What follows belongs to an exercise in optimizing a design on an open flow for small area; a production flow would make more cautious choices.
The RTL was checked by simulation tests, not by an equivalence proof against the original design.
Power and IR drop assume default switching activity.

## connect4
module connect4(
    input clk,
    input reset,
    input right,
    input left,
    input enter,
    output h_sync,
    output v_sync,
    output [3:0] red,
    output [3:0] green,
    output [3:0] blue,
    output [1:0] win
    );
clock: 10.0 ns
lec_check: 0
cap_margin: 20
core_margin: 2
core_utilization: 60
slew_margin: 20
standard.sh (not shown) runs the stock make flow with config.mk's settings and CLKGATE_MAP_FILE= SYNTH_SCRIPT=/design/flow/synth_recipe.tcl, a recipe that flattens the netlist after the stock synthesis.
==> flow/flow/run.sh <==
#!/bin/bash
# Own layout flow: the standard ORFS flow (standard.sh) with a different
# logic synthesis step:
#  - Yosys's half/full adder extraction is off (ha/fa cells marked don't-use),
#    so all logic is mapped by ABC;
#  - ABC runs the area-oriented script flow/abc_area.script;
#  - no insbuf buffers between output ports; clock tree of clkbuf_8 without
#    dummy loads; port buffers are buf_1.
# Everything else (floorplan, power grid, placement, CTS, routing) is the
# standard flow unchanged. Each tool's output goes to a log in this folder.
set -euo pipefail
HERE=$(pwd)
FLOWDIR=$HERE/flow

# synthesis script: ORFS's synth.tcl with the ABC script swapped
sed "s|log_cmd abc {\*}\$abc_args|set abc_args [lreplace \$abc_args 1 1 $FLOWDIR/abc_area.script]\n  log_cmd abc {*}\$abc_args|" \
    "$FLOW_HOME/scripts/synth.tcl" > "$HERE/synth_custom.tcl"
grep -q "abc_area.script" "$HERE/synth_custom.tcl"
# wrapper, as synth_recipe.tcl does it (synth -nofsm -noshare, flatten, rename)
sed "s|source \$::env(SCRIPTS_DIR)/synth.tcl|source $HERE/synth_custom.tcl|" synth_recipe.tcl > "$HERE/my_synth.tcl"
grep -q "synth_custom.tcl" "$HERE/my_synth.tcl"

cp config.mk "$HERE/my_config.mk"
echo "export DONT_USE_CELLS = sky130_fd_sc_hd__ha_1 sky130_fd_sc_hd__ha_2 sky130_fd_sc_hd__ha_4 sky130_fd_sc_hd__fa_1 sky130_fd_sc_hd__fa_2 sky130_fd_sc_hd__fa_4" >> "$HERE/my_config.mk"
# no buffers between output ports that carry the same signal (each port still
# gets its own port buffer at placement)
echo "export SYNTH_INSBUF = 0" >> "$HERE/my_config.mk"
# port buffers: one buf_1 on every input and output port
echo "export BUFFER_PORTS_ARGS = -inputs -outputs -buffer_cell sky130_fd_sc_hd__buf_1" >> "$HERE/my_config.mk"
# clock tree: clkbuf_8 buffers, no dummy loads
echo "export CTS_ARGS = -sink_clustering_enable -repair_clock_nets -buf_list sky130_fd_sc_hd__clkbuf_8 -root_buf sky130_fd_sc_hd__clkbuf_8 -dont_use_dummy_load" >> "$HERE/my_config.mk"

sed -e "s|DESIGN_CONFIG=[^ ]*|DESIGN_CONFIG=$HERE/my_config.mk|" \
    -e "s|SYNTH_SCRIPT=[^ ]*|SYNTH_SCRIPT=$HERE/my_synth.tcl|" standard.sh > "$HERE/my_standard.sh"
grep -q "my_synth.tcl" "$HERE/my_standard.sh"

bash "$HERE/my_standard.sh" > "$HERE/orfs_flow.log" 2>&1
==> flow/flow/abc_area.script <==
&get -n
&st
&deepsyn -T 60
&dch -f
&nf -a -R 1000
&put
Edit:
==> flow/flow/abc_area.script (replaced) <==
&get -n
&st
&deepsyn -J 100 -T 600
&dch -f
&nf -a -R 1000 -F 16 -A 16 -C 32
&put
- CORE_UTILIZATION: 60 -> 70
The new run ran to the end with no violations.
Setup slack is worse by 0.24 ns.
Final cell count decreases by 4.2%.
Core utilization went up by 12 points.
Register-to-register slack got worse by 0.24 ns.
Die area came out lower by 15%.
Via count decreases by 3.0%.
Cell area went down by 1.6%.
Edit:
--- a/flow/flow/run.sh
+++ b/flow/flow/run.sh
@@ -6,5 +6,5 @@
 #  - ABC runs the area-oriented script flow/abc_area.script;
 #  - no insbuf buffers between output ports; clock tree of clkbuf_8 without
-#    dummy loads; port buffers are buf_1.
+#    dummy loads.
 # Everything else (floorplan, power grid, placement, CTS, routing) is the
 # standard flow unchanged. Each tool's output goes to a log in this folder.
@@ -26,6 +26,4 @@
 # gets its own port buffer at placement)
 echo "export SYNTH_INSBUF = 0" >> "$HERE/my_config.mk"
-# port buffers: one buf_1 on every input and output port
-echo "export BUFFER_PORTS_ARGS = -inputs -outputs -buffer_cell sky130_fd_sc_hd__buf_1" >> "$HERE/my_config.mk"
 # clock tree: clkbuf_8 buffers, no dummy loads
 echo "export CTS_ARGS = -sink_clustering_enable -repair_clock_nets -buf_list sky130_fd_sc_hd__clkbuf_8 -root_buf sky130_fd_sc_hd__clkbuf_8 -dont_use_dummy_load" >> "$HERE/my_config.mk"
==> flow/flow/abc_area.script (replaced) <==
&get -n
&st
&deepsyn -T 60
&dch -f
&nf -a -R 1000
&put
- CORE_UTILIZATION: 70 -> 60
The changed run finished clean.
Clock-buffer cell count does not change.
Via count is higher by a few percent.
Core utilization decreases by 10 points.
Routed wire length rises by roughly a tenth.
Die area rises by about a fifth.
Worst hold slack improved by 0.021 ns.
Synthesized area is higher slightly.
Fmax drops by a few percent.
Edit:
--- a/flow/flow/run.sh
+++ b/flow/flow/run.sh
@@ -6,5 +6,5 @@
 #  - ABC runs the area-oriented script flow/abc_area.script;
 #  - no insbuf buffers between output ports; clock tree of clkbuf_8 without
-#    dummy loads.
+#    dummy loads; port buffers are buf_1.
 # Everything else (floorplan, power grid, placement, CTS, routing) is the
 # standard flow unchanged. Each tool's output goes to a log in this folder.
@@ -26,6 +26,8 @@
 # gets its own port buffer at placement)
 echo "export SYNTH_INSBUF = 0" >> "$HERE/my_config.mk"
+# port buffers: one buf_1 on every input and output port
+echo "export BUFFER_PORTS_ARGS = -inputs -outputs -buffer_cell sky130_fd_sc_hd__buf_1" >> "$HERE/my_config.mk"
 # clock tree: clkbuf_8 buffers, no dummy loads
-echo "export CTS_ARGS = -sink_clustering_enable -repair_clock_nets -buf_list sky130_fd_sc_hd__clkbuf_8 -root_buf sky130_fd_sc_hd__clkbuf_8 -dont_use_dummy_load" >> "$HERE/my_config.mk"
+echo "export CTS_ARGS = -sink_clustering_enable -sink_buffer_max_cap_derate 1.0 -repair_clock_nets -buf_list sky130_fd_sc_hd__clkbuf_8 -root_buf sky130_fd_sc_hd__clkbuf_8 -dont_use_dummy_load"
 
 sed -e "s|DESIGN_CONFIG=[^ ]*|DESIGN_CONFIG=$HERE/my_config.mk|" \
==> flow/flow/abc_area.script (replaced) <==
&get -n
&st
&deepsyn -J 100 -T 600
&dch -f
&nf -a -R 1000 -F 16 -A 16 -C 32
&put
The changed run went through all stages and came out clean. Via count drops by a few percent. Wire length drops by a few percent. Synthesized cell count drops by a few percent. Total power climbs by a few percent. Non-clock buffer count drops by 1. Hold slack is worse by 0.015 ns. Final area drops by a few percent. Die area drops slightly.

## port drivers added, routing unchanged
In the flow no input, the clock included, has a driving cell. The finished layouts below were timed again as built, in two steps. Step 1 sets driving cells, clkbuf_16 on the clock port and buf_2 on the other inputs (assumed; they add their load-dependent delay and slew). Step 2 moves the port delays by t, midway between the first and last clock arrival at a register: inputs arrive t later, outputs are due t later. That takes back most of the time a late clock gives input paths. a / b / c = ideal ports / drivers / drivers and shift; a / b = the first two.
| run | t, ns | setup slack, ns | hold slack, ns | clock arrival spread, ns | worst register clock-pin slew, ns |
|---|---|---|---|---|---|
| the first run | 0.387 | 3.801 / 3.764 / 4.151 | 0.427 / 0.427 / 0.427 | 0.027 / 0.027 | 0.09 / 0.09 |
| the second run | 0.395 | 3.556 / 3.523 / 3.918 | 0.389 / 0.389 / 0.389 | 0.036 / 0.036 | 0.10 / 0.10 |
| the third run | 0.372 | 3.386 / 3.352 / 3.725 | 0.411 / 0.411 / 0.411 | 0.034 / 0.035 | 0.10 / 0.10 |
| the fourth run | 0.402 | 3.892 / 3.857 / 4.260 | 0.395 / 0.395 / 0.395 | 0.012 / 0.011 | 0.09 / 0.09 |
After both steps every run listed still meets setup and hold.
